Context: an optimization exercise on an open-source flow, tuned for small area and a short achievable clock period. The choices shown serve that exercise and are no tape-out recipe.
No functional check of the RTL was part of any run shown here.
No activity file was given, so power comes from the tool's default toggle rates.

$ cat design/flow/config.mk
export PLATFORM = sky130hd
export DESIGN_NAME = awstm
export DESIGN_NICKNAME = awstm
export VERILOG_FILES = /design/flow/design.v
export SDC_FILE = /design/flow/constraint.sdc
export NUM_CORES = 4
export LEC_CHECK = 0
export CAP_MARGIN = 20
export CORE_MARGIN = 2
export CORE_UTILIZATION = 60
export CTS_BUF_LIST = sky130_fd_sc_hd__clkbuf_8
export PLACE_DENSITY = 0.75
export SETUP_SLACK_MARGIN = 2.9
export SLEW_MARGIN = 20
$ cat design/flow/flow/run.sh
#!/bin/bash
# Standard ORFS layout; the only change is the cell used to buffer the ports.
set -euo pipefail
bash standard.sh finish "BUFFER_PORTS_ARGS=-buffer_cell sky130_fd_sc_hd__buf_1" > make_finish.log 2>&1
$ cat design/flow/constraint.sdc
create_clock -name core_clock -period 6.0 [get_ports {clk}]
set_input_delay 1.2000 -clock core_clock [delete_from_list [all_inputs] [get_ports {clk}]]
set_output_delay 1.2000 -clock core_clock [all_outputs]
set_load 0.01 [all_outputs]
$ cat design/flow/standard.sh
#!/bin/bash
# synth_recipe.tcl (not shown) runs the flow's synth.tcl, then flattens the netlist and writes it again
# the make line also repeats each setting of config.mk as NAME=value (left out here)
make -C /OpenROAD-flow-scripts/flow DESIGN_CONFIG=/design/flow/config.mk WORK_HOME=/design/flow/orfs CLKGATE_MAP_FILE= SYNTH_SCRIPT=/design/flow/synth_recipe.tcl "${@:-finish}"
$ cat design/flow/design.v
`timescale 1ns / 1ps
module awstm(
        pps,
        tevt,
        evt,
        rst_n,
        clk
    );
    input pps;
    input [31:0] tevt;
    output [31:0] evt;
    input rst_n;
    input clk;
    reg r_pps;
    reg r_pps_lock;
    reg [14:0] r_k;           
    reg [26:0] r_td;
    reg [16:0] r_awstm;
    reg [30:0] r_tmev_next;
    reg [17:0] r_set_tmev;    
    reg [10:0] r_tcor;
    reg [7:0]  r_tcor_max;    
    wire evt_pps = pps & ~r_pps;
    assign evt = {r_set_tmev[17], 14'd0, r_set_tmev[16:0]};
    wire        low_zero = ~|r_td[18:0];
    wire [6:0]  a = (r_td[25:19] ^ {7{r_td[26]}}) + {6'd0, r_td[26] & low_zero};
    wire [6:0]  t1;
    wire [6:0]  t2;
    assign t1[6] = a[6];
    assign t1[5:0] = a[6:1] | a[5:0];
    assign t2[6] = t1[6];
    assign t2[5:0] = t1[6:1] ^ t1[5:0];
    wire [7:0]  tcm_next = {~(t1[1] & t1[2]), t2[0], t2[1], t2[2], t2[3], t2[4], t2[5], t2[6]};
    wire tcor_ge = r_tcor[10:3] >= r_tcor_max;
    wire [10:0] tcor_next = tcor_ge ? 11'd0 : r_tcor + 11'd1;
    wire cor_eq = (r_tcor == {r_tcor_max, 3'd0});
    wire k_to = r_k[14] & ~r_k[12] & ~r_k[9] & ~r_k[8] & ~r_k[7] & ~r_k[2] & ~r_k[1] & ~r_k[0];
    wire cor = ~aws_wrap & cor_eq;
    wire inc0 = cor_eq & r_td[26];
    wire inc2 = cor_eq & ~r_td[26];
    wire aws_wrap = (&r_awstm[16:15]) & (&r_awstm[10:9]) & r_awstm[7] & (r_awstm[5] | (&r_awstm[4:0]));
    wire        aws_c1 = inc2 | (~cor_eq & r_awstm[0]);
    wire [16:0] aws_sum;
    assign aws_sum[0] = r_awstm[0] ^ ~cor_eq;
    genvar gw;
    generate
        for (gw = 1; gw < 17; gw = gw + 1) begin : g_aws
            if (gw == 1) begin : g1
                assign aws_sum[gw] = r_awstm[gw] ^ aws_c1;
            end else begin : gn
                assign aws_sum[gw] = r_awstm[gw] ^ (aws_c1 & (&r_awstm[gw-1:1]));
            end
        end
    endgenerate
    wire [16:0] aws_next = aws_wrap ? 17'd0 : aws_sum;
    wire [14:0] td_l = r_td[14:0];
    wire [11:0] td_h = r_td[26:15];
    wire [15:0] pk_l = {1'b0, td_l} + {1'b0, r_k};
    wire [11:0] td_h_p = td_h + 12'd1;
    wire [11:0] td_h_m = td_h - 12'd1;
    wire [14:0] pm_l = td_l + {{14{~r_td[26]}}, 1'b1};
    wire        pm_c = r_td[26] ? (&td_l) : ~|td_l;
    wire        td_up = cor ? (r_td[26] & pm_c) : (evt_pps & pk_l[15] & ~r_k[14]);
    wire        td_dn = cor ? (~r_td[26] & pm_c) : (evt_pps & ~pk_l[15] & r_k[14]);
    wire [11:0] td_h_nx = td_up ? td_h_p : (td_dn ? td_h_m : td_h);
    wire [14:0] td_l_nx = cor ? pm_l : pk_l[14:0];
    wire [16:0] tm_l = r_tmev_next[16:0];
    wire        tm_hz = ~|r_tmev_next[30:17];
    wire        tm_ho = &r_tmev_next[30:17];
    wire        l_ones = &tm_l;
    wire [16:0] e = ~(tm_l ^ r_awstm);
    wire [16:0] q;
    assign q[16:0] = {e[16:1] ^ ~(r_awstm[15:0] | ~tm_l[15:0]), ~e[0]};
    wire        m_eq = tm_hz & (&e);
    wire        m_p1 = (&q) & (l_ones ? tm_ho : tm_hz);
    wire        match = m_eq | m_p1;
    wire        tm_gt = ~tm_hz | (tm_l > 17'd99999);
    wire [17:0] tm_sl = {1'b0, tm_l} + {1'b0, tevt[16:0]};
    wire [17:0] tm_dl = {1'b0, tm_l} + 18'd31073;
    wire [13:0] tm_h = r_tmev_next[30:17];
    wire [13:0] sum_h;
    wire [13:0] sub_h;
    genvar gt;
    generate
        for (gt = 0; gt < 14; gt = gt + 1) begin : g_tmh
            if (gt == 0) begin : g0
                assign sum_h[gt] = tevt[17] ^ tm_sl[17];
                assign sub_h[gt] = tm_h[gt] ^ ~tm_dl[17];
            end else begin : gn
                assign sum_h[gt] = tevt[17+gt] ^ (tm_sl[17] & (&tevt[16+gt:17]));
                assign sub_h[gt] = tm_h[gt] ^ (~tm_dl[17] & ~|tm_h[gt-1:0]);
            end
        end
    endgenerate
    wire [30:0] tm_sum = {sum_h, tm_sl[16:0]};
    wire [30:0] tm_sub = {sub_h, tm_dl[16:0]};
    wire [30:0] tm_keep = tm_gt ? tm_sub : {14'd0, tm_l};
    always @(posedge clk or negedge rst_n) begin
        if (rst_n == 1'b0) begin
            r_pps <= 1'b0;
            r_pps_lock <= 1'b0;
            r_k <= 15'd9999;
            r_td <= 27'd0;
            r_tcor <= 11'd0;
            r_tcor_max <= 8'd128;
            r_awstm <= 17'd0;
            r_tmev_next <= 31'd0;
            r_set_tmev <= 18'd0;
        end else begin
            r_pps <= pps;
            r_tcor_max <= tcm_next;
            r_tcor <= tcor_next;
            if (evt_pps) begin
                r_pps_lock <= 1'b1;
                r_k <= 15'd9999;
            end else if (k_to) begin
                r_pps_lock <= 1'b0;
                r_k <= 15'd4999;
            end else begin
                r_k <= r_k - 15'd1;
            end
            r_td[26:15] <= td_h_nx;
            if (cor | evt_pps)
                r_td[14:0] <= td_l_nx;
            r_awstm <= aws_next;
            if (match)
                r_set_tmev <= {r_pps_lock, r_awstm};
            r_tmev_next <= (match & ~tm_gt) ? tm_sum : tm_keep;
        end
    end
endmodule
==> results of run 1 <==
[power breakdown]
| part | internal, mW | switching [mW] | total (mW) |
|---|---|---|---|
| clock network | 0.387 | 0.383 | 0.769 |
| logic | 1.28 | 1.35 | 2.62 |
| registers | 1.06 | 0.229 | 1.29 |
[worst reg2reg max path, cell delays in order, from the launching register on]
cell and delay (ns):
dfstp_2 0.56, ha_4 0.21, a21oi_4 0.18, a2bb2oi_4 0.19, a211oi_4 0.09, a2111oi_4 0.38, o21ai_2 0.14, a31oi_4 0.25
ha_1 0.27, a21o_1 0.16, a21oi_2 0.18, o21a_1 0.20, o21ai_2 0.09, a41oi_2 0.20, a21oi_2 0.11, and2_4 0.17
o21ai_4 0.14, o31ai_4 0.09
[worst max path at each step]
stage                     cells after the start  slack (ns)  endpoint
after CTS                                    18        2.22  r_td[25]
after floorplan                              18        2.25  r_td[25]
final                                        17        2.26  r_td[26]
after global routing                         17        2.09  r_td[26]
after global placement                       14        1.57  r_td[26]
after detailed placement                     13        1.53  r_td[26]
[flip-flops by register name, summed over array words and instances, names as in the netlist]
register	count
r_k	15
r_set_tmev	18
r_pps_lock	1
r_awstm	17
r_pps	1
r_tcor_max	8
r_tcor	11
r_td	27
r_tmev_next	31
[repair_timing]
action,in CTS,in global routing
pin swaps,26,39
hold buffers,0,0
endpoints found under the setup margin,49,41
resized for setup,31,49
hold endpoints to repair,0,0
setup buffers,27,13
[routing by layer]
layer	track usage, %	vias to the layer above	part of all wire (%)	wire, um
li1	-	4129	-	-
met3	5.13	53	3.8	862
met4	8.45	0	2.6	583
met2	46.7	213	50	11300
met5	0	-	0	0
met1	34.1	4002	43	9720
[synthesized netlist by cell type, drive strengths merged, types with 7 or more instances]
| cell type | number | area share (%) |
|---|---|---|
| a31oi | 18 | 1.2 |
| nand2b | 18 | 1.2 |
| nand4 | 20 | 1.3 |
| nor3 | 32 | 1.7 |
| nor2 | 89 | 3.5 |
| nand3 | 33 | 1.7 |
| dfstp | 9 | 2.5 |
| dfrtp | 120 | 31 |
| ha | 89 | 12 |
| nand2 | 119 | 4.7 |
| nor2b | 12 | 0.78 |
| o21ai | 77 | 4.0 |
| and3 | 10 | 0.65 |
| o21a | 9 | 0.70 |
| a21o | 26 | 2.0 |
| and2 | 7 | 0.46 |
| o22ai | 10 | 0.65 |
| clkbuf | 16 | 0.64 |
| inv | 52 | 2.0 |
| xnor2 | 80 | 7.3 |
| xor2 | 49 | 4.5 |
| nor4 | 22 | 1.6 |
| a211oi | 8 | 0.63 |
| or3 | 7 | 0.46 |
| o31ai | 7 | 0.55 |
| a21oi | 82 | 4.3 |
| buf | 24 | 1.6 |
[area by class of cell]
type                    instances  area (um2)  area share [%]
multi-input cells             905        6460            57.8
flip-flops and latches        129        3250            29.1
repair buffers                100         589            5.28
well taps                     216         270            2.42
clock buffers                  18         248            2.22
inverters                      52         199            1.78
clock inverters                14         156            1.40
[logic make-up (layout without fill, tap and decap cells)]
logic type,count (synthesis),count (layout),share of synthesized area (%)
AND/OR/NAND/NOR,393,393,20.0
AO/OA/AOI/OAI,271,271,17.2
XOR/XNOR,129,129,11.8
flip-flops,129,129,33.7
adder cells (fa/ha/maj),93,93,12.4
buffers and inverters,92,184,4.25
multiplexers,5,5,0.560
other,1,14,0.0390
[stage by stage]
stage / worst slack, ns / power, mW / util, % / std cells / cell area (um2)
after floorplan: 2.25 / 2.99 / - / 1126 / 9800
after global placement: 1.57 / 3.34 / 64.2 / 1362 / 10100
after detailed placement: 1.53 / 3.41 / 64.2 / 1362 / 10100
after CTS: 2.22 / 4.43 / 68.9 / 1421 / 10900
after global routing: 2.09 / 5.07 / 70.8 / 1434 / 11200
final: 2.26 / 4.68 / 70.8 / 1434 / 11200
==> results.toml, run 1 <==
[run_status]
status = "complete, no violations"

[clocking]
clock_latency_ns = 0.45
cts_num_sinks = 129
clk_pin_slew_ns = 0.08
root_buffer = "clkbuf_8"
htreeDepth = 4
cts_buffers = 17
cts_tree = "done"
cts_buffer_depth = 2

[timing]
slew_headroom_pct = 43.9
finalCritPeriodShare_pct = 62.3
slew_viol_final = 0
setup_tns_ns = 0
hold_viol = 0
tightestPinTransition_ns = 0.842
setup_viol = 0
max_freq_ghz = 0.267
period_needed_ns = 3.74
hold_slack_ns = 0.477
rsz0062_at_grt = "yes"
final.setup_skew_ns = 0.0159

[floorplanning]
io_pins = 67
initial_utilization_pct = 60.9
die_w_um = 131
rows = 46
dieArea_um2 = 17000
core_area_um2 = 15800
dieHeight_um = 131

[finish]
area_growth_pct = 16.2
antenna_cells = 0
final_cell_mix = "nand2_1, dfrtp_1, nor2_1, xnor2_1, ha_1"
nets = 1333
nFillCells = 1285
layout_commonest_cell = "nand2_1"
drive_gt1_share_pct = 14.9

[worst_setup_path]
path_delay_family = "compound AO/OA/AOI/OAI gates"
crit_path_start = "r_k[1]"
critical_path_class = "reg2reg"
cp_num_buf_inv = 0
rr_worst_depth = 17
r2r_slack_ns = 2.26
required_ns = 6.33
timing.rr.end = "r_td[26]"
reg2reg_from = "r_k[1]"
cp-end-kind = "flop"
crit_slowest_cell = "dfstp_2"
worstPathArrival_ns = 4.07
cp_slowest_stage_delay_ns = 0.56
path_cells = "ha_4, a21oi_4, a2bb2oi_4, a211oi_4, a2111oi_4, o21ai_2, a31oi_4, ha_1, a21o_1, a21oi_2, o21a_1, o21ai_2, a41oi_2, a21oi_2, and2_4, o21ai_4, o31ai_4"
worstSetupStartpointType = "flop"
worst-path-max-fanout = 4

[drt]
antenna_left = 0
route.vias.total = 8397
drt_iter0_markers = 610
vias_per_cell = 5.86
drc = 0
drt_wl_total_um = 22400
dr.pass1.iters = 5
wire_per_inst_um = 15.6

[yosys]
async_flop_share_pct = 100
ys_seq_elements = 129
synth_edf_count = 0
syn_avg_cell_area_um2 = 8.63
synthFlopType = "dfrtp_1"
synth_area_um2 = 9610
yosysSeqAreaShare_pct = 33.7
synthCells = 1113
yosys_warnings = 1
ys_types = 69

[global_route]
grt_max_degree = 65
grt_pass1_vias = 7955
antenna_found_initial = 0
grtUsageTotal_pct = 26.9
grt_pass1_wl_um = 36800
gr-total-overflow = 0

[power]
leakage_nw = 4.76
ir_drop_mv = 0.498
power_density_nw_per_um2 = 419

[flow_run]
drv_cap = 0

[hold_path]
min_to = "r_k[0]"
whs_path_depth = 1
worstHoldStart = "r_k[0]"
hold_path_class = "reg2reg"

[placed_design]
port-buffer-count = 51
gp_congestion = 0.929
dp_hpwl_um = 15800
==> inputs of run 2 (changes only) <==
--- a/design/flow/design.v
+++ b/design/flow/design.v
@@ -32,9 +32,28 @@
     assign t2[5:0] = t1[6:1] ^ t1[5:0];
     wire [7:0]  tcm_next = {~(t1[1] & t1[2]), t2[0], t2[1], t2[2], t2[3], t2[4], t2[5], t2[6]};
     wire tcor_ge = r_tcor[10:3] >= r_tcor_max;
-    wire [10:0] tcor_next = tcor_ge ? 11'd0 : r_tcor + 11'd1;
+    wire [10:0] tcor_next = tcor_ge ? 11'd0 : tcor_p1;
     wire cor_eq = (r_tcor == {r_tcor_max, 3'd0});
     wire k_to = r_k[14] & ~r_k[12] & ~r_k[9] & ~r_k[8] & ~r_k[7] & ~r_k[2] & ~r_k[1] & ~r_k[0];
+    wire [14:0] k_m1;
+    wire [10:0] tcor_p1;
+    genvar gk;
+    generate
+        for (gk = 0; gk < 15; gk = gk + 1) begin : g_k
+            if (gk == 0) begin : g0
+                assign k_m1[gk] = ~r_k[gk];
+            end else begin : gn
+                assign k_m1[gk] = r_k[gk] ^ ~(|r_k[gk-1:0]);
+            end
+        end
+        for (gk = 0; gk < 11; gk = gk + 1) begin : g_tc
+            if (gk == 0) begin : g0
+                assign tcor_p1[gk] = ~r_tcor[gk];
+            end else begin : gn
+                assign tcor_p1[gk] = r_tcor[gk] ^ (&r_tcor[gk-1:0]);
+            end
+        end
+    endgenerate
     wire cor = ~aws_wrap & cor_eq;
     wire inc0 = cor_eq & r_td[26];
     wire inc2 = cor_eq & ~r_td[26];
@@ -58,12 +77,12 @@
     wire [15:0] pk_l = {1'b0, td_l} + {1'b0, r_k};
     wire [11:0] td_h_p = td_h + 12'd1;
     wire [11:0] td_h_m = td_h - 12'd1;
+    wire [11:0] pk_h = (r_k[14] == pk_l[15]) ? td_h : (pk_l[15] ? td_h_p : td_h_m);
     wire [14:0] pm_l = td_l + {{14{~r_td[26]}}, 1'b1};
     wire        pm_c = r_td[26] ? (&td_l) : ~|td_l;
-    wire        td_up = cor ? (r_td[26] & pm_c) : (evt_pps & pk_l[15] & ~r_k[14]);
-    wire        td_dn = cor ? (~r_td[26] & pm_c) : (evt_pps & ~pk_l[15] & r_k[14]);
-    wire [11:0] td_h_nx = td_up ? td_h_p : (td_dn ? td_h_m : td_h);
-    wire [14:0] td_l_nx = cor ? pm_l : pk_l[14:0];
+    wire [11:0] pm_h = pm_c ? (r_td[26] ? td_h_p : td_h_m) : td_h;
+    wire [26:0] td_pk = {pk_h, pk_l[14:0]};
+    wire [26:0] td_pm = {pm_h, pm_l};
     wire [16:0] tm_l = r_tmev_next[16:0];
     wire        tm_hz = ~|r_tmev_next[30:17];
     wire        tm_ho = &r_tmev_next[30:17];
@@ -117,11 +136,12 @@
                 r_pps_lock <= 1'b0;
                 r_k <= 15'd4999;
             end else begin
-                r_k <= r_k - 15'd1;
+                r_k <= k_m1;
             end
-            r_td[26:15] <= td_h_nx;
-            if (cor | evt_pps)
-                r_td[14:0] <= td_l_nx;
+            if (cor)
+                r_td <= td_pm;
+            else if (evt_pps)
+                r_td <= td_pk;
             r_awstm <= aws_next;
             if (match)
                 r_set_tmev <= {r_pps_lock, r_awstm};
==> run 2 against run 1 <==
  * Die area increased by 1.1%
  * Still clean
  * Non-clock buffer count shrank 37
  * Largest cell class unchanged
  * Sequential share of layout area increased by 1.1 points
  * Power grew 6.2%
  * Global-route usage fell by 0.24 points
  * Critical endpoint is now r_td[18]
==> results.toml, run 2 <==
[clocking]
clock_latency_ns = 0.46
postCtsHoldBufs = 0
root_buffer = "clkbuf_8"
cts_num_sinks = 129
cts_tree = "done"
clk_pin_slew_ns = 0.08
cts_buffer_depth = 2
htreeDepth = 4
cts_buffers = 17

[power]
p_comb_share_pct = 52.4
power_density_nw_per_um2 = 463
leakage_nw = 4.60
internal_power_mw = 2.81
ir_drop_mv = 0.316
clkPwrFrac_pct = 17.2
swShare_pct = 43.6
switching_power_mw = 2.17
power_frac_seq_pct = 30.4

[drt]
drc = 0
vias_per_cell = 5.98
drt_wl_total_um = 22500
antenna_left = 0
drt_iter0_markers = 589
route.vias.total = 8331
dr.pass1.iters = 5
wire_per_inst_um = 16.2

[finish]
area_growth_pct = 10.7
layout_commonest_cell = "dfrtp_1"
drive_gt1_share_pct = 8.74
antenna_cells = 0
largest_reg_flops = 31
reg.largest.list = "r_tmev_next x31, r_td x27, r_set_tmev x18"
nFillCells = 1331
final_cell_mix = "dfrtp_1, nand2_1, nor2_1, xnor2_1, ha_1"
seq_area_um2 = 3240
multiInputGateArea_um2 = 6250
nets = 1291
largest-register = "r_tmev_next"

[timing]
setup_tns_ns = 0
slew_headroom_pct = 36.4
slew_viol_final = 0
finalCritPeriodShare_pct = 51.8
max_freq_ghz = 0.322
final.setup_skew_ns = 0.0137
hold_viol = 0
hold_slack_ns = 0.483
tightestPinTransition_ns = 0.954
period_needed_ns = 3.11
rsz0062_at_grt = "yes"
setup_viol = 0

[hold_path]
hold_path_class = "reg2reg"

[yosys]
synthTopCellsByArea = "dfrtp_1, ha_1, xnor2_1, a21oi_1, nand2_1"
synth.most_common_cell = "dfrtp_1"
synth_edf_count = 0
synthFlopType = "dfrtp_1"
synthCells = 1122
syn_avg_cell_area_um2 = 8.66
synth.top_cells.by_count = "dfrtp_1, nand2_1, nor2_1"
ys_types = 71
synth_area_um2 = 9710
async_flop_share_pct = 100
yosysSeqAreaShare_pct = 33.4
ys_seq_elements = 129
yosys_warnings = 1
synth_top_cell_by_area = "dfrtp_1"
synth.top_cell.area_share_pct = 30.9

[global_route]
grtUsageTotal_pct = 26.7
grt_pass1_wl_um = 37900
gr-total-overflow = 0
antenna_found_initial = 0
grt_max_degree = 71
grt_pass1_vias = 8024

[run_status]
status = "complete, no violations"

[floorplanning]
rows = 46
core_area_um2 = 15800
die_w_um = 131
initial_utilization_pct = 61.4
io_pins = 67
dieHeight_um = 131
dieArea_um2 = 17200

[worst_setup_path]
cp-end-kind = "flop"
critical_path_class = "reg2reg"
cp_slowest_stage_delay_ns = 0.52
path_cells = "inv_1, ha_1, nand4_1, nor3_2, and2_4, nand2_1, a2111oi_0, o22ai_1, xnor2_1"
required_ns = 6.34
worstPathArrival_ns = 3.45
worst-path-max-fanout = 20
worstSetupStartpointType = "flop"
crit_slowest_cell = "dfstp_2"

[flow_run]
drv_cap = 0

[placed_design]
dp_hpwl_um = 15900
port-buffer-count = 51
gp_congestion = 0.870
## run 2: cell types whose count changed after synthesis, moves of 8 or more
cell / change
xnor2_1: +8
nand2_1: -27
a21oi_1: -12
clkbuf_1: +12
xor2_1: -17
nor3_1: +8
o21ai_1: -17
a31oi_1: -10
inv_1: +8
## run 2: cell families (layout without fill, tap and decap cells)
family	count (synthesis)	after routing	synth area share [%]
flops	129	129	33.4
buf+inv	112	155	5.06
simple gates	387	387	19.7
xor+xnor	120	120	10.8
compound gates	273	273	18.2
other cells	1	14	0.0386
fa+ha+maj	90	90	11.8
mux	10	10	1.07
## run 2: final timing paths
path	depth (start not counted)	to	start	slack [ns]
max	9	r_td[18]	r_tcor_max[7]	2.89
min	2	r_set_tmev[3]	r_set_tmev[3]	0.48
max reg2reg	9	r_td[18]	r_tcor_max[7]	2.89
min reg2reg	2	r_set_tmev[3]	r_set_tmev[3]	0.48
max in group asynchronous	2	r_td[13]	rst_n	3.73
min in group asynchronous	1	r_tcor[6]	rst_n	0.91
## run 2: worst max-delay path, delay by kind of cell, from the launching register on
kind | cells | cell delay [ns]
and+or+nand+nor | 4 | 1.36
AOI/OAI and AO/OA | 2 | 0.65
DFF | 1 | 0.52
adders and majority gates | 1 | 0.28
xor gates and xnor gates | 1 | 0.16
buffers and inverters | 1 | 0.04
## run 2: what timing repair did
item | 4_1_cts | 5_1_grt
setup endpoints to repair | 40 | 36
setup buffers | 3 | 2
gates resized for setup | 21 | 19
hold endpoints to repair | 0 | 0
pin swaps | 0 | 3
## run 2: power by group through the flow
stage / sequential (mW) / clock, mW / combinational (mW)
final: 1.51 / 0.856 / 2.61
after global routing: 1.55 / 0.907 / 2.94
after CTS: 1.50 / 0.874 / 2.53
after detailed placement: 1.51 / 0 / 2.46
after global placement: 1.50 / 0 / 2.39
after floorplan: 1.37 / 0 / 2.08
## run 2: stage by stage
step | area (um2) | std cells | worst slack, ns | utilization (%) | total power [mW]
CTS | 10600 | 1392 | 2.93 | 67.1 | 4.90
floorplan | 9790 | 1135 | 2.90 | - | 3.45
global route | 10700 | 1394 | 2.82 | 67.9 | 5.40
global placement | 10000 | 1358 | 2.19 | 63.5 | 3.90
finish | 10700 | 1394 | 2.89 | 67.9 | 4.97
detailed placement | 10000 | 1358 | 2.18 | 63.5 | 3.97
## run 2: layout make-up
class / count / area share [%]
clock buffers: 17 / 2.18
clock inverters: 14 / 2.00
inverters: 61 / 2.15
multi-input cells: 894 / 58.2
flip-flops and latches: 129 / 30.2
well taps: 216 / 2.51
repair buffers: 63 / 2.81
## run 2: layer usage
layer  track usage, %  share of wire (%)
met1             35.4                 46
met4             8.70                2.3
met3             4.48                4.5
met5                0                  0
met2             44.6                 47
==> inputs of run 3 (changes only) <==
--- a/design/flow/config.mk
+++ b/design/flow/config.mk
@@ -10,5 +10,5 @@
 export CORE_UTILIZATION = 60
 export CTS_BUF_LIST = sky130_fd_sc_hd__clkbuf_8
 export PLACE_DENSITY = 0.75
-export SETUP_SLACK_MARGIN = 2.9
+export SETUP_SLACK_MARGIN = 2.8
 export SLEW_MARGIN = 20
==> run 3 against run 2 <==
  * Synthesized cell count unchanged
  * Fmax down 0.41%
  * Sequential share of layout area about the same
  * Count of clock-buffer cells in the layout up 2
  * Setup slack worse by 0.013 ns
  * Cell area about the same
  * Largest cell class unchanged
  * Largest power group unchanged
  * Highest routed layer unchanged
==> results.toml, run 3 <==
[run_status]
status = "complete, no violations"

[finish]
drive_gt1_share_pct = 8.54
layout_commonest_cell = "dfrtp_1"
largest_reg_flops = 31
largest-register = "r_tmev_next"
final_cell_mix = "dfrtp_1, nand2_1, nor2_1, xnor2_1, ha_1"
stdcell_count = 1399
antenna_cells = 0
reg.largest.list = "r_tmev_next x31, r_td x27, r_set_tmev x18"
nets = 1295
area_growth_pct = 10.7
nFillCells = 1333

[clocking]
htreeDepth = 4
root_buffer = "clkbuf_8"
clock_latency_ns = 0.45
cts_buffer_depth = 2
cts_num_sinks = 129
cts_buffers = 17
postCtsHoldBufs = 0
cts_tree = "done"
clk_pin_slew_ns = 0.09

[floorplanning]
rows = 46
io_pins = 67
dieArea_um2 = 17200
dieHeight_um = 131
initial_utilization_pct = 61.4
die_w_um = 131
core_area_um2 = 15800

[drt]
vias_per_cell = 5.91
wire_per_inst_um = 15.7
route.vias.total = 8263
drt_iter0_markers = 519
drc = 0
dr.pass1.iters = 5
antenna_left = 0
drt_wl_total_um = 22000

[yosys]
async_flop_share_pct = 100
ys_seq_elements = 129
synth.top_cells.by_count = "dfrtp_1, nand2_1, nor2_1"
syn_avg_cell_area_um2 = 8.66
yosysSeqAreaShare_pct = 33.4
synth_edf_count = 0
synthCells = 1122
synthFlopType = "dfrtp_1"
yosys_warnings = 1
synthTopCellsByArea = "dfrtp_1, ha_1, xnor2_1, a21oi_1, nand2_1"
synth.top_cell.area_share_pct = 30.9
synth_area_um2 = 9710
synth_top_cell_by_area = "dfrtp_1"
ys_types = 71
synth.most_common_cell = "dfrtp_1"

[global_route]
grtUsageTotal_pct = 25.3
gr-total-overflow = 0
antenna_found_initial = 0
grt_pass1_vias = 7728
grt_max_degree = 75
grt_pass1_wl_um = 36300

[timing]
slew_headroom_pct = 39.2
max_freq_ghz = 0.320
period_needed_ns = 3.12
slew_viol_final = 0
final.setup_skew_ns = 0.0166
rsz0062_at_grt = "yes"
setup_tns_ns = 0
setup_viol = 0
hold_viol = 0
tightestPinTransition_ns = 0.912
hold_slack_ns = 0.472
finalCritPeriodShare_pct = 52.0

[worst_setup_path]
required_ns = 6.34
worst-path-max-fanout = 15
worstSetupStartpointType = "flop"
worstPathArrival_ns = 3.47
critical_path_class = "reg2reg"
cp-end-kind = "flop"

[placed_design]
place_inst = 1358
dp_hpwl_um = 15500
gp_congestion = 0.884
port-buffer-count = 51

[flow_run]
drv_cap = 0

[power]
power_density_nw_per_um2 = 461
ir_drop_mv = 0.226
leakage_nw = 4.62
swShare_pct = 42.9
switching_power_mw = 2.13
clkPwrFrac_pct = 17.7
power_frac_seq_pct = 30.4
p_comb_share_pct = 51.9
internal_power_mw = 2.83

[hold_path]
hold_path_class = "reg2reg"
[run 3: cell counts after synthesis]
No cell type changed its count.
[run 3: path summary, 6_finish.rpt]
| path | slack (ns) | start | depth (start not counted) | to |
|---|---|---|---|---|
| max | 2.88 | r_awstm[9] | 9 | r_tmev_next[4] |
| min | 0.47 | r_tcor[0] | 1 | r_tcor[0] |
| max reg2reg | 2.88 | r_awstm[9] | 9 | r_tmev_next[4] |
| min reg2reg | 0.47 | r_tcor[0] | 1 | r_tcor[0] |
| max in group asynchronous | 4.18 | rst_n | 2 | r_td[26] |
| min in group asynchronous | 0.62 | rst_n | 1 | r_td[3] |
[run 3: logic make-up (layout without fill, tap and decap cells)]
family / after synthesis / after routing / synth area share, %
AND/OR/NAND/NOR: 387 / 387 / 19.7
AO/OA/AOI/OAI: 273 / 275 / 18.2
flip-flops: 129 / 129 / 33.4
XOR/XNOR: 120 / 120 / 10.8
buffers and inverters: 112 / 158 / 5.06
adder cells (fa/ha/maj): 90 / 90 / 11.8
multiplexers: 10 / 10 / 1.07
other: 1 / 14 / 0.0386
[run 3: power by group through the flow]
stage	registers (mW)	logic, mW	clock network, mW
after detailed placement	1.51	2.43	0
final	1.51	2.57	0.880
after floorplan	1.37	2.07	0
after CTS	1.50	2.50	0.896
after global routing	1.55	2.90	0.932
after global placement	1.51	2.38	0
[run 3: cell type report]
class	instances	area [um2]	share of cell area, %
Multi-Input combinational cell	896	6240	58.0
Tap cell	216	270	2.51
Timing Repair Buffer	65	300	2.79
Clock inverter	13	209	1.94
Clock buffer	19	262	2.43
Sequential cell	129	3250	30.2
Inverter	61	231	2.15
[run 3: what timing repair did]
action	4_1_cts	5_1_grt
endpoints found under the hold margin	0	0
resized for setup	15	20
cloned	0	2
setup endpoints to repair	35	41
setup buffers	2	5
pin swaps	0	3
[run 3: critical path, cell delays in order (launching register included)]
cell	delay, ns
dfrtp_1	0.44
inv_1	0.13
ha_1	0.35
xnor2_1	0.15
nor4_1	0.31
nand2_1	0.21
o41ai_4	0.55
a21oi_4	0.24
nand2b_4	0.30
o221a_2	0.33
[run 3: metrics by stage]
step / utilization (%) / setup slack (ns) / total power, mW / cell area (um2)
2_1_floorplan: - / 2.86 / 3.44 / 9770
3_3_place_gp: 63.4 / 2.18 / 3.89 / 10000
3_5_place_dp: 63.4 / 2.16 / 3.94 / 10000
4_1_cts: 66.9 / 2.82 / 4.89 / 10600
5_1_grt: 67.9 / 2.75 / 5.38 / 10800
6_report: 67.9 / 2.88 / 4.96 / 10800
[run 3: routing by layer]
layer  vias up  global-route usage [%]  share of wire (%)
li1       4114                       -                  -
met3        22                    4.36                4.8
met2       200                    42.2                 48
met4         0                    5.86                1.0
met1      3927                    34.7                 46
met5         -                       0                  0
==> inputs of run 4 (changes only) <==
--- a/design/flow/design.v
+++ b/design/flow/design.v
@@ -16,7 +16,8 @@
     reg [14:0] r_k;           
     reg [26:0] r_td;
     reg [16:0] r_awstm;
-    reg [30:0] r_tmev_next;
+    reg [30:0] r_tmev_next;   
+    reg        r_tmev_hc;
     reg [17:0] r_set_tmev;    
     reg [10:0] r_tcor;
     reg [7:0]  r_tcor_max;    
@@ -32,28 +33,9 @@
     assign t2[5:0] = t1[6:1] ^ t1[5:0];
     wire [7:0]  tcm_next = {~(t1[1] & t1[2]), t2[0], t2[1], t2[2], t2[3], t2[4], t2[5], t2[6]};
     wire tcor_ge = r_tcor[10:3] >= r_tcor_max;
-    wire [10:0] tcor_next = tcor_ge ? 11'd0 : tcor_p1;
+    wire [10:0] tcor_next = tcor_ge ? 11'd0 : r_tcor + 11'd1;
     wire cor_eq = (r_tcor == {r_tcor_max, 3'd0});
     wire k_to = r_k[14] & ~r_k[12] & ~r_k[9] & ~r_k[8] & ~r_k[7] & ~r_k[2] & ~r_k[1] & ~r_k[0];
-    wire [14:0] k_m1;
-    wire [10:0] tcor_p1;
-    genvar gk;
-    generate
-        for (gk = 0; gk < 15; gk = gk + 1) begin : g_k
-            if (gk == 0) begin : g0
-                assign k_m1[gk] = ~r_k[gk];
-            end else begin : gn
-                assign k_m1[gk] = r_k[gk] ^ ~(|r_k[gk-1:0]);
-            end
-        end
-        for (gk = 0; gk < 11; gk = gk + 1) begin : g_tc
-            if (gk == 0) begin : g0
-                assign tcor_p1[gk] = ~r_tcor[gk];
-            end else begin : gn
-                assign tcor_p1[gk] = r_tcor[gk] ^ (&r_tcor[gk-1:0]);
-            end
-        end
-    endgenerate
     wire cor = ~aws_wrap & cor_eq;
     wire inc0 = cor_eq & r_td[26];
     wire inc2 = cor_eq & ~r_td[26];
@@ -84,8 +66,8 @@
     wire [26:0] td_pk = {pk_h, pk_l[14:0]};
     wire [26:0] td_pm = {pm_h, pm_l};
     wire [16:0] tm_l = r_tmev_next[16:0];
-    wire        tm_hz = ~|r_tmev_next[30:17];
-    wire        tm_ho = &r_tmev_next[30:17];
+    wire        tm_hz = r_tmev_hc ? (&r_tmev_next[30:17]) : ~|r_tmev_next[30:17];
+    wire        tm_ho = r_tmev_hc ? (r_tmev_next[30:17] == 14'h3ffe) : (&r_tmev_next[30:17]);
     wire        l_ones = &tm_l;
     wire [16:0] e = ~(tm_l ^ r_awstm);
     wire [16:0] q;
@@ -97,21 +79,19 @@
     wire [17:0] tm_sl = {1'b0, tm_l} + {1'b0, tevt[16:0]};
     wire [17:0] tm_dl = {1'b0, tm_l} + 18'd31073;
     wire [13:0] tm_h = r_tmev_next[30:17];
-    wire [13:0] sum_h;
     wire [13:0] sub_h;
     genvar gt;
     generate
         for (gt = 0; gt < 14; gt = gt + 1) begin : g_tmh
             if (gt == 0) begin : g0
-                assign sum_h[gt] = tevt[17] ^ tm_sl[17];
                 assign sub_h[gt] = tm_h[gt] ^ ~tm_dl[17];
             end else begin : gn
-                assign sum_h[gt] = tevt[17+gt] ^ (tm_sl[17] & (&tevt[16+gt:17]));
                 assign sub_h[gt] = tm_h[gt] ^ (~tm_dl[17] & ~|tm_h[gt-1:0]);
             end
         end
     endgenerate
-    wire [30:0] tm_sum = {sum_h, tm_sl[16:0]};
+    wire        tm_add = match & ~tm_gt;
+    wire [30:0] tm_sum = {tevt[30:17], tm_sl[16:0]};
     wire [30:0] tm_sub = {sub_h, tm_dl[16:0]};
     wire [30:0] tm_keep = tm_gt ? tm_sub : {14'd0, tm_l};
     always @(posedge clk or negedge rst_n) begin
@@ -124,6 +104,7 @@
             r_tcor_max <= 8'd128;
             r_awstm <= 17'd0;
             r_tmev_next <= 31'd0;
+            r_tmev_hc <= 1'b0;
             r_set_tmev <= 18'd0;
         end else begin
             r_pps <= pps;
@@ -136,7 +117,7 @@
                 r_pps_lock <= 1'b0;
                 r_k <= 15'd4999;
             end else begin
-                r_k <= k_m1;
+                r_k <= r_k - 15'd1;
             end
             if (cor)
                 r_td <= td_pm;
@@ -145,7 +126,8 @@
             r_awstm <= aws_next;
             if (match)
                 r_set_tmev <= {r_pps_lock, r_awstm};
-            r_tmev_next <= (match & ~tm_gt) ? tm_sum : tm_keep;
+            r_tmev_next <= tm_add ? tm_sum : tm_keep;
+            r_tmev_hc <= tm_add ? tm_sl[17] : (tm_gt & r_tmev_hc);
         end
     end
 endmodule
--- a/design/flow/config.mk
+++ b/design/flow/config.mk
@@ -10,5 +10,5 @@
 export CORE_UTILIZATION = 60
 export CTS_BUF_LIST = sky130_fd_sc_hd__clkbuf_8
 export PLACE_DENSITY = 0.75
-export SETUP_SLACK_MARGIN = 2.8
+export SETUP_SLACK_MARGIN = 2.9
 export SLEW_MARGIN = 20
==> run 4 against run 3 <==
  * Final cell count shrank 4.8%
  * Non-clock buffer count grew 5
  * Setup slack gained 0.058 ns
  * Sequential share of layout area grew 0.48 points
  * Via count shrank 2.2%
  * Area after synthesis shrank 1.2%
  * Largest cell class unchanged
==> results.toml, run 4 <==
[run_status]
status = "complete, no violations"

[finish]
fin_area_um2 = 10700
reg.largest.list = "r_tmev_next x31, r_td x27, r_set_tmev x18"
final_cell_mix = "dfrtp_1, nor2_1, nand2_1, ha_1, a21oi_1"
layout_commonest_cell = "dfrtp_1"
largest-register = "r_tmev_next"
area_growth_pct = 11.1
stdcell_count = 1332
antenna_cells = 0
nets = 1222
drive_gt1_share_pct = 11.8
largest_reg_flops = 31
fin_util_pct = 67.6

[drt]
wire_per_inst_um = 17.0
drt_iter0_markers = 560
vias_per_cell = 6.07
met2_length_um = 10600
route.vias.total = 8084
wl_met3_um = 1440
dr.pass1.iters = 5
drt_wl_total_um = 22700
drc = 0
top_layer_used = "met4"
wl_met1_um = 10100
antenna_left = 0

[worst_setup_path]
crit_slowest_cell = "dfrtp_1"
critical_path_class = "reg2reg"
worstPathArrival_ns = 3.42
cp_slowest_stage_delay_ns = 0.53
worst-path-max-fanout = 7
cp_num_buf_inv = 1
cp-end-kind = "flop"
path_cells = "ha_1, nand4_1, nor4_4, o41ai_4, a22o_2, buf_4, nor2_1, nor2_1, o221a_2"
cp_common_cell = "nor2_1"
worstSetupStartpointType = "flop"
path_delay_family = "simple AND/OR/NAND/NOR gates"
required_ns = 6.36

[clocking]
cts_buffers = 17
postCtsHoldBufs = 0
htreeDepth = 4
clock_latency_ns = 0.47
cts_tree = "done"
root_buffer = "clkbuf_8"
cts_buffer_depth = 2
cts_num_sinks = 130
clk_pin_slew_ns = 0.08

[timing]
rsz0062_at_grt = "yes"
tightestPinTransition_ns = 1.09
period_needed_ns = 3.06
hold_viol = 0
final.setup_skew_ns = 0.0182
hold_slack_ns = 0.475
fin_ws_ns = 2.94
setup_viol = 0
slew_viol_final = 0
finalCritPeriodShare_pct = 51.1
setup_tns_ns = 0
max_freq_ghz = 0.326
slew_headroom_pct = 26.9

[placed_design]
dp_hpwl_um = 15400
port-buffer-count = 51
gp_congestion = 0.918
pre_cts_ws_ns = 1.93
place_inst = 1286
placed_area_um2 = 9890

[yosys]
synthXorXnorAreaFrac_pct = 10.9
synthFlopType = "dfrtp_1"
synth.top_cells.by_count = "dfrtp_1, nor2_1, ha_1, nand2_1, a21oi_1"
muxShareOfSynthArea_pct = 2.65
synth_edf_count = 0
synth_top_cell_by_area = "dfrtp_1"
synth.top_cell.area_share_pct = 31.5
ys_types = 86
synth_compound_area_share_pct = 17.1
synth_top_family_by_area = "simple AND/OR/NAND/NOR gates"
synthCells = 1051
yosys_warnings = 1
synth_adder_area_share_pct = 11.1
syn_avg_cell_area_um2 = 9.13
ys_seq_elements = 130
async_flop_share_pct = 100
synth_area_um2 = 9600
synthTopCellsByArea = "dfrtp_1, ha_1, xnor2_1, xor2_1, a21oi_1"
yosysSeqAreaShare_pct = 34.0
synth.most_common_cell = "dfrtp_1"
yosys.area_share.simple_pct = 19.5

[floorplanning]
die_w_um = 130
initial_utilization_pct = 60.9
core_area_um2 = 15800
dieHeight_um = 130
rows = 46
dieArea_um2 = 17000
io_pins = 67

[global_route]
grtUsageTotal_pct = 26.6
grt_pass1_vias = 7620
antenna_found_initial = 0
grt_pass1_wl_um = 36000
gr-total-overflow = 0
grt_max_degree = 49

[power]
p_comb_share_pct = 44.5
internal_power_mw = 2.36
switching_power_mw = 1.62
ir_drop_mv = 0.382
swShare_pct = 40.8
clkPwrFrac_pct = 22.4
power_frac_seq_pct = 33.1
leakage_nw = 4.63
fin_total_pwr_mw = 3.98
power_density_nw_per_um2 = 373

[hold_path]
hold_path_class = "reg2reg"

[flow_run]
drv_cap = 0
==> run 4: cell count changes in the layout (fill, tap and decap cells not counted), sizes merged, moves of 13 or more <==
cell / delta
o22ai: -13
o21ai: -35
nor3: -14
inv: -16
xor2: +18
mux2: +16
xnor2: -19
==> run 4: cell type report <==
cell class	count	area (um2)
Multi-Input combinational cell	838	6110
Clock buffer	19	262
Inverter	47	181
Clock inverter	12	204
Timing Repair Buffer	70	365
Tap cell	216	270
Fill cell	1333	5100
Sequential cell	130	3270
==> run 4: cell families after synthesis <==
| group | count (synthesis) |
|---|---|
| simple gates | 362 |
| compound gates | 236 |
| flops | 130 |
| xor+xnor | 119 |
| buf+inv | 97 |
| fa+ha+maj | 83 |
| mux | 23 |
| other cells | 1 |
==> run 4: power groups by stage <==
stage	registers (mW)	clock network, mW	logic [mW]
after global placement	1.32	0	1.63
after global routing	1.34	0.939	2.00
after floorplan	1.20	0	1.47
after detailed placement	1.32	0	1.67
after CTS	1.31	0.900	1.70
final	1.32	0.890	1.77
==> run 4: layer usage <==
metal	vias to the layer above	global-route usage, %
met5	-	0
met4	0	10.5
met3	47	5.90
met2	253	42.2
met1	3872	35.6
li1	3912	-
==> run 4: final timing paths <==
check                          startpoint             end  slack, ns  cells after the start
max                        r_tmev_next[1]  r_tmev_next[2]       2.94                      9
min                                r_k[0]          r_k[0]       0.47                      1
max reg2reg                r_tmev_next[1]  r_tmev_next[2]       2.94                      9
min reg2reg                        r_k[0]          r_k[0]       0.47                      1
max in group asynchronous           rst_n         r_k[14]       4.16                      2
min in group asynchronous           rst_n       r_tcor[8]       0.76                      1
==> run 4: what timing repair did <==
item,4_1_cts,5_1_grt
resized for setup,14,22
gates cloned,0,2
hold endpoints to repair,0,0
buffers inserted,2,11
setup endpoints to repair,63,39
pin swaps,1,8
==> inputs of run 5 (changes only) <==
--- a/design/flow/config.mk
+++ b/design/flow/config.mk
@@ -10,5 +10,5 @@
 export CORE_UTILIZATION = 60
 export CTS_BUF_LIST = sky130_fd_sc_hd__clkbuf_8
 export PLACE_DENSITY = 0.75
-export SETUP_SLACK_MARGIN = 2.9
+export SETUP_SLACK_MARGIN = 3.1
 export SLEW_MARGIN = 20
==> run 5 against run 4 <==
  * Synthesized cell count is the same
  * Utilization up 1.8 points
  * Sequential power about the same
  * Power rose by 3.0%
  * Count of clock-buffer cells in the layout unchanged
  * Global-route usage rose by 1.1 points
  * Clock skew down 0.0060 ns
  * Die area unchanged
  * Non-clock buffer count rose by 14
  * Via count grew 0.35%
  * Sequential share of layout area shrank 0.73 points
==> results.toml, run 5 <==
[run_status]
status = "complete, no violations"

[clocking]
clock_latency_ns = 0.46
cts_num_sinks = 130
root_buffer = "clkbuf_8"
cts_buffer_depth = 2
cts_buffers = 17
htreeDepth = 4
postCtsHoldBufs = 0
clk_pin_slew_ns = 0.08
cts_tree = "done"

[finish]
reg.largest.list = "r_tmev_next x31, r_td x27, r_set_tmev x18"
layout_commonest_cell = "dfrtp_1"
area_growth_pct = 14.0
fin_util_pct = 69.4
nFillCells = 1306
largest-register = "r_tmev_next"
nets = 1238
largest_reg_flops = 31
final_cell_mix = "dfrtp_1, nor2_1, nand2_1, ha_1, xnor2_1"
antenna_cells = 0
drive_gt1_share_pct = 16.0

[flow_run]
drv_cap = 0

[global_route]
grt_pass1_wl_um = 37400
antenna_found_initial = 0
grt_pass1_vias = 7515
grtUsageTotal_pct = 27.7
gr-total-overflow = 0
grt_max_degree = 83

[hold_path]
hold_path_class = "reg2reg"
whs_path_depth = 1

[yosys]
synthFlopType = "dfrtp_1"
synth.most_common_cell = "dfrtp_1"
yosys_warnings = 1
ys_seq_elements = 130
yosysSeqAreaShare_pct = 34.0
async_flop_share_pct = 100
syn_avg_cell_area_um2 = 9.13
synthTopCellsByArea = "dfrtp_1, ha_1, xnor2_1, xor2_1, a21oi_1"
synth.top_cell.area_share_pct = 31.5
synthCells = 1051
synth_top_cell_by_area = "dfrtp_1"
synth.top_cells.by_count = "dfrtp_1, nor2_1, ha_1, nand2_1, a21oi_1"
synth_edf_count = 0
synth_area_um2 = 9600
ys_types = 86

[power]
fin_total_pwr_mw = 4.10
leakage_nw = 4.68
ir_drop_mv = 0.407
power_density_nw_per_um2 = 374

[timing]
period_needed_ns = 2.93
max_freq_ghz = 0.342
hold_viol = 0
rsz0062_at_grt = "yes"
hold_slack_ns = 0.476
slew_headroom_pct = 31.7
setup_tns_ns = 0
setup_viol = 0
final.setup_skew_ns = 0.0121
finalCritPeriodShare_pct = 48.8
tightestPinTransition_ns = 1.02
slew_viol_final = 0

[floorplanning]
initial_utilization_pct = 60.9
io_pins = 67
rows = 46
core_area_um2 = 15800
dieArea_um2 = 17000
dieHeight_um = 130
die_w_um = 130

[placed_design]
gp_congestion = 0.888
dp_hpwl_um = 15400
port-buffer-count = 51

[worst_setup_path]
cp-end-kind = "flop"
required_ns = 6.34
rr_worst_depth = 9
critical_path_class = "in2reg"
worstSetupStartpointType = "input pin"
worst-path-max-fanout = 3
worstPathArrival_ns = 3.26

[drt]
drt_iter0_markers = 503
drc = 0
dr.pass1.iters = 5
route.vias.total = 8112
wire_per_inst_um = 17.1
antenna_left = 0
vias_per_cell = 6.02
drt_wl_total_um = 23000
## run 5: critical path: stages
cell      delay, ns
buf_8          0.10
ha_4           0.15
fa_2           0.34
a21o_1         0.21
a221oi_4       0.38
inv_1          0.11
a21o_1         0.20
a21oi_2        0.13
xnor2_1        0.10
a221o_1        0.34
## run 5: kinds of logic after synthesis
| logic type | Yosys count | synth area share [%] |
|---|---|---|
| buffers and inverters | 97 | 4.82 |
| other | 1 | 0.0391 |
| muxes | 23 | 2.65 |
| xor gates and xnor gates | 119 | 10.9 |
| DFF | 130 | 34.0 |
| AOI/OAI and AO/OA | 236 | 17.1 |
| and+or+nand+nor | 362 | 19.5 |
| adders and majority gates | 83 | 11.1 |
## run 5: final timing paths
kind / from / endpoint / slack (ns)
min in group asynchronous: rst_n / r_tcor[5] / 0.81
setup reg to reg: r_tmev_next[4] / r_tmev_next[8] / 3.19
hold / removal: r_k[0] / r_k[0] / 0.48
setup / recovery: tevt[0] / r_tmev_next[8] / 3.07
max in group asynchronous: rst_n / r_tmev_next[11] / 3.97
hold reg to reg: r_k[0] / r_k[0] / 0.48
## run 5: metrics by stage
stage	instances	cell area, um2	setup slack (ns)
CTS	1329	10500	3.02
floorplan	1064	9700	2.92
detailed placement	1286	9920	2.41
global placement	1286	9920	2.43
finish	1348	10900	3.07
global route	1348	10900	3.02
## run 5: cell type report
class	count	area [um2]	area share (%)
inverter	47	176	1.61
tap	216	270	2.47
multi-input combinational	840	6310	57.7
sequential	130	3280	29.9
clock inverter	12	158	1.44
timing repair buffer	84	492	4.49
clock buffer	19	262	2.39
## run 5: routing by layer
metal  vias to the layer above  global-route usage [%]  wire, um
met1                      3901                    40.2     10700
met4                         0                    7.45       382
met2                       249                    42.3     10600
li1                       3925                       -         -
met5                         -                       0         0
met3                        37                    5.70      1340
## run 5: report_power, final
| group | leakage [nW] | total, mW | switching [mW] | internal, mW |
|---|---|---|---|---|
| combinational | 2.89 | 1.97 | 1.06 | 0.908 |
| clock | 0.192 | 0.805 | 0.375 | 0.431 |
| sequential | 1.60 | 1.32 | 0.271 | 1.05 |
| total | 4.68 | 4.10 | 1.70 | 2.39 |
## run 5: repair_timing
item	in CTS	in global routing
endpoints found under the setup margin	61	63
pin swaps	16	23
cloned	2	1
gates resized for setup	20	48
buffers inserted	10	18
endpoints found under the hold margin	0	0
==> inputs of run 6 (changes only) <==
--- a/design/flow/config.mk
+++ b/design/flow/config.mk
@@ -10,5 +10,5 @@
 export CORE_UTILIZATION = 60
 export CTS_BUF_LIST = sky130_fd_sc_hd__clkbuf_8
 export PLACE_DENSITY = 0.75
-export SETUP_SLACK_MARGIN = 3.1
+export SETUP_SLACK_MARGIN = 3.0
 export SLEW_MARGIN = 20
==> run 6 against run 5 <==
  * Still clean on timing, DRC and antenna
  * Clock power increased by 2.6%
  * First-iteration DRC count increased by 6.8%
  * Fmax decreased by 2.2%
  * Sequential cell count did not move
  * Register-to-register slack got worse by 0.12 ns
  * Critical path depth rose by 1
  * Area after synthesis is the same
  * Critical path type unchanged
  * Critical endpoint is now r_tmev_next[16]
  * Largest cell class unchanged
  * Largest power group unchanged
==> results.toml, run 6 <==
[power]
power_density_nw_per_um2 = 369
clkPwrFrac_pct = 20.8
swShare_pct = 41.0
fin_total_pwr_mw = 3.98
p_comb_share_pct = 46.2
leakage_nw = 4.66
switching_power_mw = 1.63
internal_power_mw = 2.35
power_frac_seq_pct = 33.0
ir_drop_mv = 0.268

[timing]
period_needed_ns = 2.99
slew_viol_final = 0
setup_viol = 0
final.setup_skew_ns = 0.0164
hold_viol = 0
finalCritPeriodShare_pct = 49.8
setup_tns_ns = 0
hold_slack_ns = 0.475
fin_ws_ns = 3.01
slew_headroom_pct = 27.0
max_freq_ghz = 0.334
rsz0062_at_grt = "yes"
tightestPinTransition_ns = 1.09

[yosys]
synthTopCellsByArea = "dfrtp_1, ha_1, xnor2_1, xor2_1, a21oi_1"
synthFlopType = "dfrtp_1"
yosys_warnings = 1
async_flop_share_pct = 100
syn_avg_cell_area_um2 = 9.13
synthCells = 1051
synth.most_common_cell = "dfrtp_1"
yosysSeqAreaShare_pct = 34.0
synth.top_cells.by_count = "dfrtp_1, nor2_1, ha_1, nand2_1, a21oi_1"
synth_top_cell_by_area = "dfrtp_1"
synth_area_um2 = 9600
ys_types = 86
ys_seq_elements = 130
synth.top_cell.area_share_pct = 31.5
synth_edf_count = 0

[finish]
nets = 1225
seq_area_um2 = 3270
area_growth_pct = 12.2
multiInputGateArea_um2 = 6180
reg.largest.list = "r_tmev_next x31, r_td x27, r_set_tmev x18"
antenna_cells = 0
nFillCells = 1337
largest-register = "r_tmev_next"
final_cell_mix = "dfrtp_1, nor2_1, nand2_1, ha_1, a21oi_1"
largest_reg_flops = 31
drive_gt1_share_pct = 13.5
layout_commonest_cell = "dfrtp_1"

[floorplanning]
dieHeight_um = 130
dieArea_um2 = 17000
core_area_um2 = 15800
die_w_um = 130
io_pins = 67
initial_utilization_pct = 60.9
rows = 46

[clocking]
cts_tree = "done"
root_buffer = "clkbuf_8"
cts_num_sinks = 130
cts_buffer_depth = 2
cts_buffers = 17
clock_latency_ns = 0.46
clk_pin_slew_ns = 0.08
postCtsHoldBufs = 0
htreeDepth = 4

[drt]
dr.pass1.iters = 5
drt_wl_total_um = 22200
drt_iter0_markers = 537
wl_met3_um = 1100
antenna_left = 0
route.vias.total = 7965
drc = 0
wl_met1_um = 10300
top_layer_used = "met4"
wire_per_inst_um = 16.6
met2_length_um = 10600
vias_per_cell = 5.96

[global_route]
grt_max_degree = 74
antenna_found_initial = 0
gr-total-overflow = 0
grtUsageTotal_pct = 26.1
grt_pass1_wl_um = 35000
grt_pass1_vias = 7244

[worst_setup_path]
cp-end-kind = "flop"
required_ns = 6.34
worst-path-max-fanout = 3
worstPathArrival_ns = 3.33
worstSetupEndpoint = "r_tmev_next[16]"
crit_path_start = "tevt[0]"
r2r_slack_ns = 3.07
timing.rr.end = "r_tmev_next[8]"
critical_path_class = "in2reg"
worstSetupStartpointType = "input pin"
reg2reg_from = "r_tmev_next[4]"
rr_worst_depth = 10

[placed_design]
pre_cts_ws_ns = 1.99
gp_congestion = 0.871
port-buffer-count = 51
dp_hpwl_um = 15300

[hold_path]
hold_path_class = "reg2reg"

[flow_run]
drv_cap = 0

[run_status]
status = "complete, no violations"
run 6: cells by family after synthesis:
family | count (synthesis) | share of synthesized area [%]
DFF | 130 | 34.0
muxes | 23 | 2.65
adders and majority gates | 83 | 11.1
AOI/OAI and AO/OA | 236 | 17.1
buffers and inverters | 97 | 4.82
xor gates and xnor gates | 119 | 10.9
other | 1 | 0.0391
and+or+nand+nor | 362 | 19.5
run 6: final cells by class:
type	instances	share of cell area (%)
Inverter	47	1.68
Timing Repair Buffer	73	3.93
Multi-Input combinational cell	838	57.4
Sequential cell	130	30.4
Clock inverter	11	1.39
Tap cell	216	2.51
Clock buffer	21	2.68
run 6: worst min path at each step:
| stage | start | endpoint | cells after the start |
|---|---|---|---|
| CTS | r_k[0] | r_k[0] | 1 |
| global placement | r_k[0] | r_k[0] | 1 |
| finish | r_k[0] | r_k[0] | 1 |
| detailed placement | r_k[0] | r_k[0] | 1 |
| floorplan | r_k[0] | r_k[0] | 1 |
| global route | r_k[0] | r_k[0] | 1 |
run 6: per-layer routing:
layer,global-route usage (%),up-vias
met4,8.57,0
met1,35.0,3810
met2,42.8,226
met5,0,-
met3,5.21,23
li1,-,3906
run 6: worst max-delay path, cell delays in order:
cell,delay (ns)
buf_6,0.10
ha_4,0.15
fa_2,0.34
a21o_1,0.24
a221oi_4,0.36
o221a_4,0.29
nand3_2,0.06
a31oi_1,0.20
o21bai_1,0.12
xnor2_1,0.18
o21ai_1,0.09
run 6: what timing repair did:
action                                  in CTS  in global routing
resized for setup                           22                 27
buffers inserted                             3                 13
cloned                                       1                  1
endpoints found under the setup margin      65                 51
pin swaps                                    3                 18
run 6: stage by stage:
stage	area (um2)	instances	utilization, %
floorplan	9690	1064	-
global placement	9900	1286	62.8
detailed placement	9900	1286	62.8
CTS	10500	1322	66.4
global route	10800	1336	68.3
finish	10800	1336	68.3
run 6: power groups by stage:
stage                     registers, mW  logic (mW)  clock network, mW
after floorplan                    1.20        1.47                  0
after global placement             1.32        1.63                  0
after detailed placement           1.32        1.67                  0
after CTS                          1.30        1.72              0.841
after global routing               1.34        2.04              0.878
final                              1.31        1.84              0.826
==> inputs of run 7 (changes only) <==
--- a/design/flow/config.mk
+++ b/design/flow/config.mk
@@ -10,5 +10,5 @@
 export CORE_UTILIZATION = 60
 export CTS_BUF_LIST = sky130_fd_sc_hd__clkbuf_8
 export PLACE_DENSITY = 0.75
-export SETUP_SLACK_MARGIN = 3.0
+export SETUP_SLACK_MARGIN = 3.3
 export SLEW_MARGIN = 20
==> run 7 against run 6 <==
  * Sequential power about the same
  * Via count increased by 8.3%
  * Register-to-register slack improved by 0.11 ns
  * Final cell count increased by 5.1%
  * Fmax increased by 4.3%
  * Still clean on timing, DRC and antenna
  * Count of clock-buffer cells in the layout decreased by 3
==> results.toml, run 7 <==
[run_status]
status = "complete, no violations"

[clocking]
cts_buffers = 17
root_buffer = "clkbuf_8"
cts_buffer_depth = 2
clk_pin_slew_ns = 0.08
clock_latency_ns = 0.48
cts_num_sinks = 130
postCtsHoldBufs = 0
htreeDepth = 4
cts_tree = "done"

[worst_setup_path]
worstSetupEndpoint = "r_tmev_next[8]"
cp-end-kind = "flop"
rr_worst_depth = 12
critical_path_class = "in2reg"
required_ns = 6.35
reg2reg_from = "r_awstm[1]"
cp_common_cell = "a21o_1"
path_cells = "buf_6, ha_4, fa_2, a21o_1, a221oi_4, buf_4, inv_2, a21o_1, a21oi_2, xnor2_1, a221o_1"
worstPathArrival_ns = 3.21
worst-path-max-fanout = 3
cp_slowest_stage_delay_ns = 0.35
r2r_slack_ns = 3.18
crit_slowest_cell = "fa_2"
worstSetupStartpointType = "input pin"
crit_path_start = "tevt[0]"
timing.rr.end = "r_tmev_next[4]"

[floorplanning]
core_area_um2 = 15800
rows = 46
io_pins = 67
dieArea_um2 = 17000
dieHeight_um = 130
die_w_um = 130
initial_utilization_pct = 60.9

[finish]
largest-register = "r_tmev_next"
largest_reg_flops = 31
nets = 1293
reg.largest.list = "r_tmev_next x31, r_td x27, r_set_tmev x18"
layout_commonest_cell = "dfrtp_1"
area_growth_pct = 23.6
antenna_cells = 0
drive_gt1_share_pct = 27.1
final_cell_mix = "dfrtp_1, nor2_1, nand2_1, buf_4, xnor2_1"

[yosys]
synth.top_cells.by_count = "dfrtp_1, nor2_1, ha_1, nand2_1, a21oi_1"
synth_top_cell_by_area = "dfrtp_1"
ys_seq_elements = 130
synth.most_common_cell = "dfrtp_1"
syn_avg_cell_area_um2 = 9.13
yosysSeqAreaShare_pct = 34.0
synth_edf_count = 0
ys_types = 86
async_flop_share_pct = 100
synthFlopType = "dfrtp_1"
synth_area_um2 = 9600
synthTopCellsByArea = "dfrtp_1, ha_1, xnor2_1, xor2_1, a21oi_1"
yosys_warnings = 1
synthCells = 1051
synth.top_cell.area_share_pct = 31.5

[flow_run]
drv_cap = 0

[drt]
drt_iter0_markers = 698
drt_wl_total_um = 25400
dr.pass1.iters = 5
antenna_left = 0
wire_per_inst_um = 18.1
drc = 0
vias_per_cell = 6.14
route.vias.total = 8627

[timing]
setup_viol = 0
slew_viol_final = 0
max_freq_ghz = 0.349
setup_tns_ns = 0
rsz0062_at_grt = "yes"
period_needed_ns = 2.87
hold_viol = 0
final.setup_skew_ns = 0.0181
slew_headroom_pct = 25.8
fin_ws_ns = 3.13
tightestPinTransition_ns = 1.11
finalCritPeriodShare_pct = 47.8

[global_route]
grt_pass1_wl_um = 37600
grt_pass1_vias = 7724
grtUsageTotal_pct = 27.7
grt_max_degree = 54
gr-total-overflow = 0
antenna_found_initial = 0

[power]
leakage_nw = 5.00
fin_total_pwr_mw = 4.36
power_density_nw_per_um2 = 368
ir_drop_mv = 0.310

[placed_design]
dp_hpwl_um = 15400
gp_congestion = 0.906
port-buffer-count = 51
pre_cts_ws_ns = 2.25

[hold_path]
hold_path_class = "reg2reg"
## run 7: cell counts after synthesis
No cell type changed its count.
## run 7: worst min path at each step
stage / from / endpoint / cells after the start
after floorplan: r_k[0] / r_k[0] / 1
after global placement: r_k[0] / r_k[0] / 1
after detailed placement: r_k[0] / r_k[0] / 1
after CTS: r_k[0] / r_k[0] / 1
after global routing: r_k[0] / r_k[0] / 1
final: r_pps_lock / r_pps_lock / 2
## run 7: metal layers
| metal | part of all wire, % | wire length, um | GRT usage (%) |
|---|---|---|---|
| met3 | 5.5 | 1390 | 4.97 |
| met1 | 45 | 11400 | 40.0 |
| met4 | 2.2 | 558 | 8.51 |
| met2 | 47 | 12000 | 42.6 |
| met5 | 0 | 0 | 0 |
## run 7: area by class of cell
type                    instances  area (um2)
clock buffers                  18         248
clock inverters                14         130
fillers                      1097        3910
inverters                      47         184
multi-input cells             840        6750
flip-flops and latches        130        3300
well taps                     216         270
repair buffers                139         983
## run 7: power by group
group	leakage, nW	internal (mW)	switching (mW)
Clock	0.191	0.344	0.396
Combinational	3.23	1.09	1.20
Sequential	1.57	1.06	0.264
Total	5.00	2.49	1.86
## run 7: repair_timing
action / in CTS / in global routing
pin swaps: 24 / 51
setup buffers: 30 / 51
resized for setup: 60 / 112
setup endpoints to repair: 81 / 70
gates cloned: 2 / 3
## run 7: logic make-up (layout without fill, tap and decap cells)
family | count (synthesis) | count (layout) | synth area share, %
AOI/OAI and AO/OA | 236 | 238 | 17.1
and+or+nand+nor | 362 | 363 | 19.5
muxes | 23 | 23 | 2.65
DFF | 130 | 130 | 34.0
other | 1 | 14 | 0.0391
adders and majority gates | 83 | 83 | 11.1
buffers and inverters | 97 | 218 | 4.82
xor gates and xnor gates | 119 | 119 | 10.9
## run 7: through the flow
| stage | instances | area (um2) | utilization (%) | hold WS (ns) |
|---|---|---|---|---|
| 2_1_floorplan | 1064 | 9750 | - | 0.438 |
| 3_3_place_gp | 1286 | 9970 | 63.2 | 0.450 |
| 3_5_place_dp | 1286 | 9970 | 63.2 | 0.454 |
| 4_1_cts | 1350 | 10900 | 68.9 | 0.475 |
| 5_1_grt | 1404 | 11900 | 75.2 | 0.510 |
| 6_report | 1404 | 11900 | 75.2 | 0.484 |
## run 7: worst max-delay path: cells and delay by family
family	cells	cell delay, ns
xor gates and xnor gates	1	0.08
AOI/OAI and AO/OA	5	1.12
buffers and inverters	3	0.31
adders and majority gates	2	0.50

-- port drivers added, routing unchanged --
How much do the figures lean on ideal ports? The routed layouts below were timed once more, with nothing changed but the port constraints. Step 1 assumes that a clkbuf_16 drives the clock port and a buf_2 every other input. Step 2 adds t to the input delays and takes it off the output delays; t is the mean of the earliest and latest rising clock arrival at the registers after step 1. Input paths then give back, and output paths get back, about the clock's delay inside the block. Three values: no drivers, after step 1, after step 2; two values: the first two.
run | shift t [ns] | slack for setup (ns) | hold slack, ns | worst setup path at the end | clock arrival spread, ns
run 1 | 0.479 | 2.261 / 2.261 / 2.061 | 0.477 / 0.477 / 0.477 | input to register | 0.016 / 0.016
run 2 | 0.493 | 2.890 / 2.890 / 2.545 | 0.483 / 0.483 / 0.483 | input to register | 0.014 / 0.014
run 3 | 0.480 | 2.877 / 2.877 / 2.451 | 0.472 / 0.472 / 0.472 | input to register | 0.018 / 0.018
run 4 | 0.498 | 2.935 / 2.935 / 2.462 | 0.475 / 0.475 / 0.475 | input to register | 0.019 / 0.019
run 5 | 0.488 | 3.075 / 3.073 / 2.584 | 0.476 / 0.476 / 0.476 | input to register | 0.013 / 0.013
run 6 | 0.495 | 3.009 / 3.013 / 2.518 | 0.475 / 0.475 / 0.475 | input to register | 0.016 / 0.016
run 7 | 0.505 | 3.134 / 3.132 / 2.627 | 0.484 / 0.484 / 0.484 | input to register | 0.019 / 0.018
After both steps setup and hold are still met in every run listed. For run 7, which loses most, drivers alone change the setup slack by -0.002 ns; drivers and shift together by -0.507 ns.
